Background: an optimization exercise with open tools, aiming at small area, a short achievable clock period and few clock cycles. Do not read the settings as production practice.
Where RTL was checked, it was by simulation tests only, not by an equivalence proof against the original.
Power is estimated from default activity; no workload was simulated.

== willow ==
==> flow/design.v <==
module pipelinedPS#(parameter OP_WIDTH  = 4,
                    parameter CV_WIDTH  = 10,
                    parameter HZ_CV_WIDTH  = 10,
                    parameter STATES_WIDTH  = 15,
                    parameter ADDR_WIDTH  = 8,
                    parameter DATA_WIDTH  = 16,
                    parameter REG_WIDTH   = 4,
                    parameter IMM8_WIDTH  = 8,
                    parameter REG_NUM     = 16)
       (
           input  clk,
           input  rst,
           input  start,
           output reg stop_o,
           input   [DATA_WIDTH-1:0]  im_r_data,
           output  [ADDR_WIDTH-1:0]  im_addr,
           output  [ADDR_WIDTH-1:0] dm_addr,
           output  dm_wr,
           input  [DATA_WIDTH-1:0] dm_r_data,
           output [DATA_WIDTH-1:0] dm_w_data
       );
reg  [7:0]  pc;         
reg         run;
reg         vE;
reg         weE, lwE, swE, jmpzE, jumpE;
reg  [1:0]  aluE;       
reg  [3:0]  rdE;
reg  [7:0]  immE;
reg  [15:0] aE, bE;
reg         gapE;       
reg         dsE;        
reg         weW;
reg  [3:0]  rdW;
reg  [15:0] valW;
reg  [15:0] rf [0:15];
wire [15:0] ins = im_r_data;
wire [3:0]  op  = ins[15:12];
wire [3:0]  rs  = ins[11:8];
wire [3:0]  rt  = ins[7:4];
wire [3:0]  rd  = ins[3:0];
wire vF = run | start;
wire f_lw    = (op == 4'b0000);
wire f_sw    = (op == 4'b0001);
wire f_add   = (op == 4'b0010);
wire f_mov   = (op == 4'b0011);
wire f_sub   = (op == 4'b0100);
wire f_jmpz  = (op == 4'b0101);
wire f_jump  = (op == 4'b0110);
wire f_stop  = (op == 4'b0111);
wire f_addf  = (op == 4'b1000);
wire f_multf = (op == 4'b1001);
wire f_slt   = (op == 4'b1010);
wire f_nop   = (op == 4'b1111);
wire f_we    = f_lw | f_add | f_mov | f_sub | f_addf | f_multf | f_slt;
wire f_rtype = f_add | f_sub | f_multf | f_nop | f_stop | f_jmpz | f_slt;
wire [3:0] f_rd = (f_lw | f_mov) ? rs : rd;
wire [1:0] f_alu = f_sub ? 2'd1 : f_slt ? 2'd2 : f_mov ? 2'd3 : 2'd0;
wire [15:0] sum  = aE + bE;
wire [15:0] diff = aE - bE;
reg  [15:0] aluout;
always @(*) begin
    case (aluE)
        2'd0: aluout = sum;
        2'd1: aluout = diff;
        2'd2: aluout = {15'd0, (aE < bE)};
        default: aluout = {{8{immE[7]}}, immE};
    endcase
end
wire e_skip = vE & jmpzE & (aE == 16'd0);    
wire e_jump = vE & jumpE & ~(f_lw & (rs == 4'd0));
wire gapF = (vE & lwE & f_rtype & ((rs == rdE) | (rt == rdE))) | (vE & dsE) | e_skip;
wire e_fwd_g = lwE & ~(f_addf & ~gapF);
wire [15:0] resE = e_fwd_g ? dm_r_data : aluout;
wire useW_lw = gapE | gapF;
wire hitE_a = vE & weE & (rdE == rs);
wire hitE_b = vE & weE & (rdE == rt);
wire hitW_a = weW & (rdW == rs);
wire hitW_b = weW & (rdW == rt);
reg [15:0] a_n, b_n;
always @(*) begin
    if (f_lw) begin
        a_n = (hitW_a & useW_lw) ? valW : rf[rs];
        b_n = (hitW_b & useW_lw) ? valW : rf[rt];
    end else begin
        a_n = hitE_a ? resE : hitW_a ? valW : rf[rs];
        b_n = hitE_b ? resE : hitW_b ? valW : rf[rt];
    end
end
wire [7:0] fa = e_skip ? pc + 8'd1 : pc;
assign im_addr = fa;
always @(posedge clk) begin
    if (rst) begin
        pc <= 8'd1;
        run <= 1'b0;
        stop_o <= 1'b0;
        vE <= 1'b0;
        weW <= 1'b0;
    end else begin
        if (vF)
            pc <= e_jump ? immE : fa + 8'd1;
        run <= vF & ~f_stop;
        stop_o <= vF & f_stop;
        vE <= vF;
        weW <= vE & weE;
    end
end
always @(posedge clk) begin
    weE   <= f_we;
    lwE   <= f_lw;
    swE   <= f_sw;
    jmpzE <= f_jmpz;
    jumpE <= f_jump;
    aluE  <= f_alu;
    rdE   <= f_rd;
    immE  <= ins[7:0];
    aE    <= a_n;
    bE    <= b_n;
    gapE  <= gapF;
    dsE   <= vE & jumpE;
    rdW   <= rdE;
    valW  <= lwE ? dm_r_data : aluout;
end
always @(posedge clk) begin: rf_write
    integer i;
    for (i = 0; i < 16; i = i + 1)
        if (rst)
            rf[i] <= 16'd0;
        else if (weW && rdW == i)
            rf[i] <= valW;
end
assign dm_addr   = immE;
assign dm_wr     = vE & swE;
assign dm_w_data = aE;
endmodule
Settings: LEC_CHECK=0, ABC_CLOCK_PERIOD_IN_PS=2500, CAP_MARGIN=20, CORE_MARGIN=2, CORE_UTILIZATION=40, SETUP_SLACK_MARGIN=3.0, SLEW_MARGIN=20; clock period 6.0 ns.
run.sh (not shown) runs the stock make flow with config.mk's settings and CLKGATE_MAP_FILE= SYNTH_SCRIPT=/design/flow/synth_recipe.tcl, a recipe that flattens the netlist after the stock synthesis.
willow: no failed stages, no open violations at the end
Testbench counts of willow, summed over its fixed seeds: cycles 65,245.
#### Input delta (quartz over willow)
Settings: SETUP_SLACK_MARGIN no longer set, was 3.0; ABC_CLOCK_PERIOD_IN_PS no longer set, was 2500.
==> notes.md <==
The proportion of cell area occupied by registers in quartz was higher than what willow gave. willow -> quartz: met1 wire length decreased by a few percent. Sort quartz and willow by clock power share desc -> top: quartz. met5 as the highest routed metal layer was reported by quartz, and met4 by willow. Detailed route, quartz vs willow: via total lower for quartz. The final reports for quartz and willow show worst-skew pair later-pin latency lower in the former. Of the two values seen for critical path's slowest cell, clkdlybuf4s50_1 was produced by quartz and nor4_4 by willow. Compared with willow, quartz shows a lower overall track demand over capacity in global routing. In quartz the relative contribution of combinational cells to total power turned out 2.4 points lower than in willow. Between willow and quartz, area of placed instances decreased.
Modified inputs, zinc compared to quartz
Settings: an added SETUP_SLACK_MARGIN of 3.0.
Notes after the runs:
Delta (zinc minus quartz): detailed-routed wire length on met3 now larger, final critical-path required period now smaller, post-synthesis share of cell area spent on and, or, nand and nor gates comparable, clock insertion delay at the later pin of the skew report now larger.
zinc vs quartz: clock buffer instance count of the final layout down by a little under 10%
Status: inverter count parity (zinc, quartz)
quartz → zinc: post-route cell area went up 0.0015 mm², total power shows an increase of 93 µW, first-pass iteration count of the detailed router increased 2.
Wire: zinc routes more than quartz
Of the two values seen for highest metal layer with signal wires, met4 was produced by zinc and met5 by quartz.
On signed area change from the synthesized netlist to the final layout: zinc sits above quartz.
quartz ended up with im_addr[7] as its end of the critical path; zinc ended up with im_addr[6].

Another version of the RTL of pipelinedPS (not shown whole).
For scale: about 2,200 cells after synthesis, roughly 340 flip-flops, ~69 I/O pins, ~17,000 µm² of cells after synthesis.
==> flow/config.mk <==
export PLATFORM = sky130hd
export DESIGN_NAME = pipelinedPS
export DESIGN_NICKNAME = pipelinedPS
export VERILOG_FILES = /design/flow/design.v
export SDC_FILE = /design/flow/constraint.sdc
export NUM_CORES = 4
export LEC_CHECK = 0
export CAP_MARGIN = 20
export CORE_MARGIN = 2
export CORE_UTILIZATION = 70
export SETUP_SLACK_MARGIN = 3.2
export SLEW_MARGIN = 20
==> flow/constraint.sdc <==
create_clock -name core_clock -period 6.0 [get_ports {clk}]
set_input_delay 1.2000 -clock core_clock [delete_from_list [all_inputs] [get_ports {clk}]]
set_output_delay 1.2000 -clock core_clock [all_outputs]
set_load 0.01 [all_outputs]
The starting point ended with an error in global routing.
Rerun with:
CORE_UTILIZATION = 40   (was 70)
SETUP_SLACK_MARGIN = 3.5   (was 3.2)
This time the run ran to the end with no violations. Synthesized cell count stays the same. Area after synthesis is unchanged.
Function was not checked in any run of this note: the RTL went through the layout flow alone.

Setup of wip/raven:
Another version of the RTL of pipelinedPS (not shown whole).
Size: roughly 360 flip-flops, roughly 16000 µm² of cells after synthesis.
==> flow/config.mk <==
export PLATFORM = sky130hd
export DESIGN_NAME = pipelinedPS
export DESIGN_NICKNAME = pipelinedPS
export VERILOG_FILES = /design/flow/design.v
export SDC_FILE = /design/flow/constraint.sdc
export NUM_CORES = 4
export LEC_CHECK = 0
export CAP_MARGIN = 20
export CORE_MARGIN = 2
export CORE_UTILIZATION = 50
export CTS_CLUSTER_DIAMETER = 100
export CTS_CLUSTER_SIZE = 24
export SETUP_SLACK_MARGIN = 3.55
export SLEW_MARGIN = 20
export SYNTH_HIERARCHICAL = 1
export SYNTH_MINIMUM_KEEP_SIZE = 0
==> flow/constraint.sdc <==
create_clock -name core_clock -period 6.0 [get_ports {clk}]
set_input_delay 1.2000 -clock core_clock [delete_from_list [all_inputs] [get_ports {clk}]]
set_output_delay 1.2000 -clock core_clock [all_outputs]
set_load 0.01 [all_outputs]
Every stage of the flow completed for wip/raven, and the final layout passed the timing, DRC and antenna checks.
Testbench counts of wip/raven, summed over its fixed seeds: cycles 67,337.
Edits applied to the flow inputs when going from wip/raven to wip/juniper:
Settings: SETUP_SLACK_MARGIN: 3.55 -> 3.4; CTS_CLUSTER_DIAMETER: 100 -> unset; CTS_CLUSTER_SIZE: 24 -> unset.
Results
- Relative to wip/raven, final weighted congestion in routability-driven placement has gone down in wip/juniper.
- Final-layout fill cell count went down slightly going from wip/raven to wip/juniper.
- wip/raven → wip/juniper: count of routing violations after the opening detailed-route iteration +343, flip-flop and latch power ~0 delta, global-route met1 utilization -0.54 points.
- Top routing layer in use = met4: wip/juniper; top routing layer in use = met5: wip/raven
- wip/raven has a higher critical path depth than wip/juniper.
- Total power for wip/juniper: 870 µW up relative to wip/raven
- Non-clock buffer count: wip/juniper < wip/raven
#### Input delta (wip/sierra over wip/juniper)
Settings: putting CTS_CLUSTER_DIAMETER at 100 where nothing was set; putting CTS_CLUSTER_SIZE at 24 where nothing was set.
Results
In the flow results for wip/juniper and wip/sierra, the sequential group share of total power is larger on wip/sierra. wip/sierra vs wip/juniper, time the worst path needs with I/O delays and setup went down by 0.013 ns. wip/sierra vs. wip/juniper: cell count decreased 41; setup slack now sits higher; aggregate global-route resource usage dropped 0.49 points.
The inputs of wip/cedar differ from those of wip/sierra as listed below.
Settings: changing SETUP_SLACK_MARGIN from 3.4 to 3.3.
==> notes.md <==
- Against wip/sierra as the reference, wip/cedar delivers a higher sum of buffers and inverters on the critical path.
- wip/sierra vs wip/cedar, capturing instance or port of the critical path: aE[4] vs rf[4][14]
- Compared with wip/sierra, in wip/cedar overall power fell by 100 µW, sequential power stayed essentially flat, clock network contribution to total cell area fell by 0.26 points, critical path depth fell by 6.
- wip/cedar vs wip/sierra on fmax: wip/cedar is the lower one.
- ~same routed wire length in wip/cedar and wip/sierra
- wip/cedar vs wip/sierra, instance count: wip/cedar lower

pipelinedPS, a different RTL version from the one above (not shown whole).
For scale: about 360 flip-flops, ~69 I/O pins.
clock: 6.0 ns
lec_check: 0
cap_margin: 20
core_margin: 2
core_utilization: 50
cts_buf_list: sky130_fd_sc_hd__clkbuf_4 sky130_fd_sc_hd__clkbuf_8
cts_cluster_size: 10
setup_slack_margin: 3.4
slew_margin: 20
synth_hierarchical: 1
synth_minimum_keep_size: 0
Testbench counts at the start, summed over its fixed seeds: cycles 67,337.
Rerun with:
- CTS_BUF_LIST: sky130_fd_sc_hd__clkbuf_4 sky130_fd_sc_hd__clkbuf_8 -> unset
- CTS_CLUSTER_SIZE: 10 -> unset
- SETUP_SLACK_MARGIN: 3.4 -> 3.65
Fmax is higher by 4.7%.
Power rises by 7.2%.
Count of clock-buffer cells in the layout goes down by 32.
Non-clock buffer count went up by 47.
Synthesized cell count does not change.
Hold slack is worse by 0.010 ns.
Setup slack gets better by 0.11 ns.
Rerun with:
- CORE_UTILIZATION: 50 -> 55
- SETUP_SLACK_MARGIN: 3.65 -> 3.4
Outcome:
- fmax decreases by 8.0%
- global-route usage went up by 1.9 points
- register-to-register slack got worse by 0.21 ns
- utilization rose by 2.8 points
- final cell count went down by 3.7%
- final area drops by 5.2%
Rerun with:
- CORE_UTILIZATION: 55 -> 50
- CTS_BUF_LIST: unset -> sky130_fd_sc_hd__clkbuf_8
- CTS_CLUSTER_SIZE: unset -> 16
=> Total power decreases by 5.8%. Setup slack improved by 0.074 ns. Cell area decreases by 1.2%.
Rerun with:
- CTS_BUF_LIST: sky130_fd_sc_hd__clkbuf_8 -> unset
- CTS_CLUSTER_DIAMETER: unset -> 100
- CTS_CLUSTER_SIZE: 16 -> 24
- SETUP_SLACK_MARGIN: 3.4 -> 3.6
=> The changed run finished with timing, DRC and antenna clean. Cell count drops by about 3%. Wire length is higher by 1.8%. Synthesized area is unchanged. Design area climbs by about 0.8%. Count of clock-buffer cells in the layout is lower by 32. Power came out lower by 3.6%. First-iteration DRC count rose by about 18%. Die area stays the same. Clock power is lower by 29%. Setup slack improves by 0.062 ns.

pipelinedPS again, from the RTL that the note above started with.
export LEC_CHECK = 0
export CAP_MARGIN = 20
export CORE_MARGIN = 2
export CORE_UTILIZATION = 45
export SETUP_SLACK_MARGIN = 3.4
export SLEW_MARGIN = 20
export SYNTH_HIERARCHICAL = 1
export SYNTH_MINIMUM_KEEP_SIZE = 0
create_clock -name core_clock -period 6.0 [get_ports {clk}]
The starting point finished clean.
Testbench counts at the start, summed over its fixed seeds: cycles 67,337.
Then changed:
CORE_UTILIZATION = 50   (was 45)
The changed run ran to the end with no violations.
Synthesized cell count stays the same.
Worst setup slack is better by 0.070 ns.
Die area came out lower by about 10%.
Non-clock buffer count increases by 20.
First-iteration DRC count is lower by 11%.
Total power goes down by about 2%.
Cell area is about the same.

## run A
Starting RTL as in the previous note.
Settings: LEC_CHECK=0, CAP_MARGIN=20, CORE_MARGIN=2, CORE_UTILIZATION=50, SETUP_SLACK_MARGIN=3.2, SLEW_MARGIN=20, SYNTH_HIERARCHICAL=1, SYNTH_MINIMUM_KEEP_SIZE=0; clock period 6.0 ns.
No stage failed in run A, and the final checks on the layout all came back clean.
Testbench counts of run A, summed over its fixed seeds: cycles 67,337.
Changes in run B relative to run A:
- CTS_CLUSTER_DIAMETER now 100, previously not set
- CTS_CLUSTER_SIZE now 24, previously not set
- SETUP_SLACK_MARGIN now 3.4, was 3.2
Notes after the runs:
- Run B went all the way through the flow, and no timing, DRC or antenna check failed.
- Cmp run A and run B / post-layout minimum cycle time / lower: run B
- Diff run A and run B: clock network power share higher in run A
- Run A → run B: detail-routed via count per cell went down, critical path arrival went down.
- Layout overhead on the synthesized area in run B is 1.2 points below run A.
- Run B consumes less power than run A does.
- Of the two candidates, run A has the worse fmax and run B the better one.
- Run B ends up with higher wire length reported by the detailed router than run A does.
[inputs] run C vs run B
- setting TNS_END_PERCENT to 5 for the first time
- removing CTS_CLUSTER_SIZE (formerly 24)
- removing CTS_CLUSTER_DIAMETER (formerly 100)
### Flow results
Run C -> run B: depth of the most critical reg-to-reg path delta 0, exact match. Run C against run B: global-route wire length before repair +1.2%, core utilization saw an increase, final area now sits higher. Final-layout non-clock buffer area share essentially unchanged between run C and run B. Wire length on met2, run C vs run B: down slightly. Cell type of the slowest stage on the worst timing path = clkdlybuf4s50_1: run C; cell type of the slowest stage on the worst timing path = dfxtp_4: run B. On transition at the pin with the smallest max-transition slack: run C sits above run B. Run B → run C: total of plain and repair buffers excluding clock buffers now sits higher; number of clock buffers inserted by TritonCTS now sits higher; number of clock buffer instances in the layout now sits higher.

pipelinedPS, a different RTL version from the one above (not shown whole).
Size: roughly 360 flip-flops, roughly 69 I/O pins.
export LEC_CHECK = 0
export CAP_MARGIN = 20
export CORE_MARGIN = 2
export CORE_UTILIZATION = 50
export SETUP_SLACK_MARGIN = 3.7
export SLEW_MARGIN = 20
create_clock -name core_clock -period 6.0 [get_ports {clk}]
The baseline went through all stages and came out clean.
Testbench counts at the start, summed over its fixed seeds: cycles 67,337.
Then changed:
Settings changed: SETUP_SLACK_MARGIN 3.7 to 3.4.
Result:
- The changed run went through all stages and came out clean
- setup slack is better by 0.037 ns
- wire length drops by about 0.5%
- power shrinks by 0.31%
- final cell count fell by 2.1%
- non-clock buffer count fell by 54

what the ideal ports hide:
In the flow no input, the clock included, has a driving cell. The finished layouts below were timed again as built, in two steps.
Step 1, drivers: a clkbuf_16 drives clk and a buf_2 each remaining input, both assumed.
Step 2 adds t to the input delays and takes it off the output delays; t is the mean of the earliest and latest rising clock arrival at the registers after step 1. Input paths then give back, and output paths get back, about the clock's delay inside the block.
a / b / c = ideal / step 1 / step 2; a / b = the first two.
run	t (ns)	setup WS [ns]	hold slack, ns	worst register clock-pin slew, ns	worst slew at a driven data input, ns
willow	0.641	2.414 / 2.351 / 2.203	0.398 / 0.398 / 0.398	0.07 / 0.07	0.24
quartz	0.629	1.248 / 1.187 / 1.258	0.409 / 0.409 / 0.409	0.07 / 0.07	0.05
zinc	0.641	2.414 / 2.351 / 2.203	0.398 / 0.398 / 0.398	0.07 / 0.07	0.24
the second run of note 2	0.621	3.033 / 3.033 / 2.514	0.432 / 0.432 / 0.432	0.07 / 0.07	0.28
wip/raven	0.591	3.322 / 3.322 / 3.135	0.340 / 0.340 / 0.340	0.11 / 0.11	0.04
wip/juniper	0.577	3.422 / 3.401 / 2.887	0.327 / 0.327 / 0.327	0.06 / 0.06	0.05
wip/sierra	0.568	3.435 / 3.392 / 2.910	0.335 / 0.335 / 0.335	0.10 / 0.10	0.04
wip/cedar	0.583	3.311 / 3.278 / 2.753	0.352 / 0.352 / 0.352	0.10 / 0.10	0.04
the first run of note 4	0.651	3.425 / 3.425 / 2.927	0.339 / 0.339 / 0.339	0.07 / 0.07	0.05
the second run of note 4	0.575	3.540 / 3.540 / 3.165	0.329 / 0.329 / 0.329	0.06 / 0.06	0.05
the third run of note 4	0.583	3.326 / 3.326 / 2.934	0.337 / 0.337 / 0.337	0.07 / 0.07	0.04
the fourth run of note 4	0.651	3.400 / 3.400 / 2.902	0.337 / 0.337 / 0.337	0.07 / 0.07	0.05
the fifth run of note 4	0.585	3.461 / 3.461 / 3.081	0.337 / 0.337 / 0.337	0.10 / 0.10	0.04
the first run of note 5	0.593	3.342 / 3.369 / 2.775	0.333 / 0.333 / 0.333	0.06 / 0.06	0.06
the second run of note 5	0.583	3.411 / 3.400 / 2.942	0.329 / 0.329 / 0.329	0.06 / 0.06	0.05
run A	0.579	3.244 / 3.194 / 2.848	0.338 / 0.338 / 0.338	0.06 / 0.06	0.05
run B	0.574	3.341 / 3.341 / 2.957	0.345 / 0.345 / 0.345	0.10 / 0.10	0.05
run C	0.583	3.286 / 3.233 / 2.820	0.336 / 0.336 / 0.336	0.07 / 0.07	0.04
the first run of note 7	0.612	3.311 / 3.311 / 3.150	0.328 / 0.328 / 0.328	0.07 / 0.07	0.05
the second run of note 7	0.620	3.348 / 3.348 / 2.852	0.336 / 0.336 / 0.336	0.07 / 0.07	0.06
After both steps setup and hold are still met in every run listed. The setup slack of the first run of note 5, which loses most, moves by +0.027 ns with the drivers and by -0.567 ns with both steps.
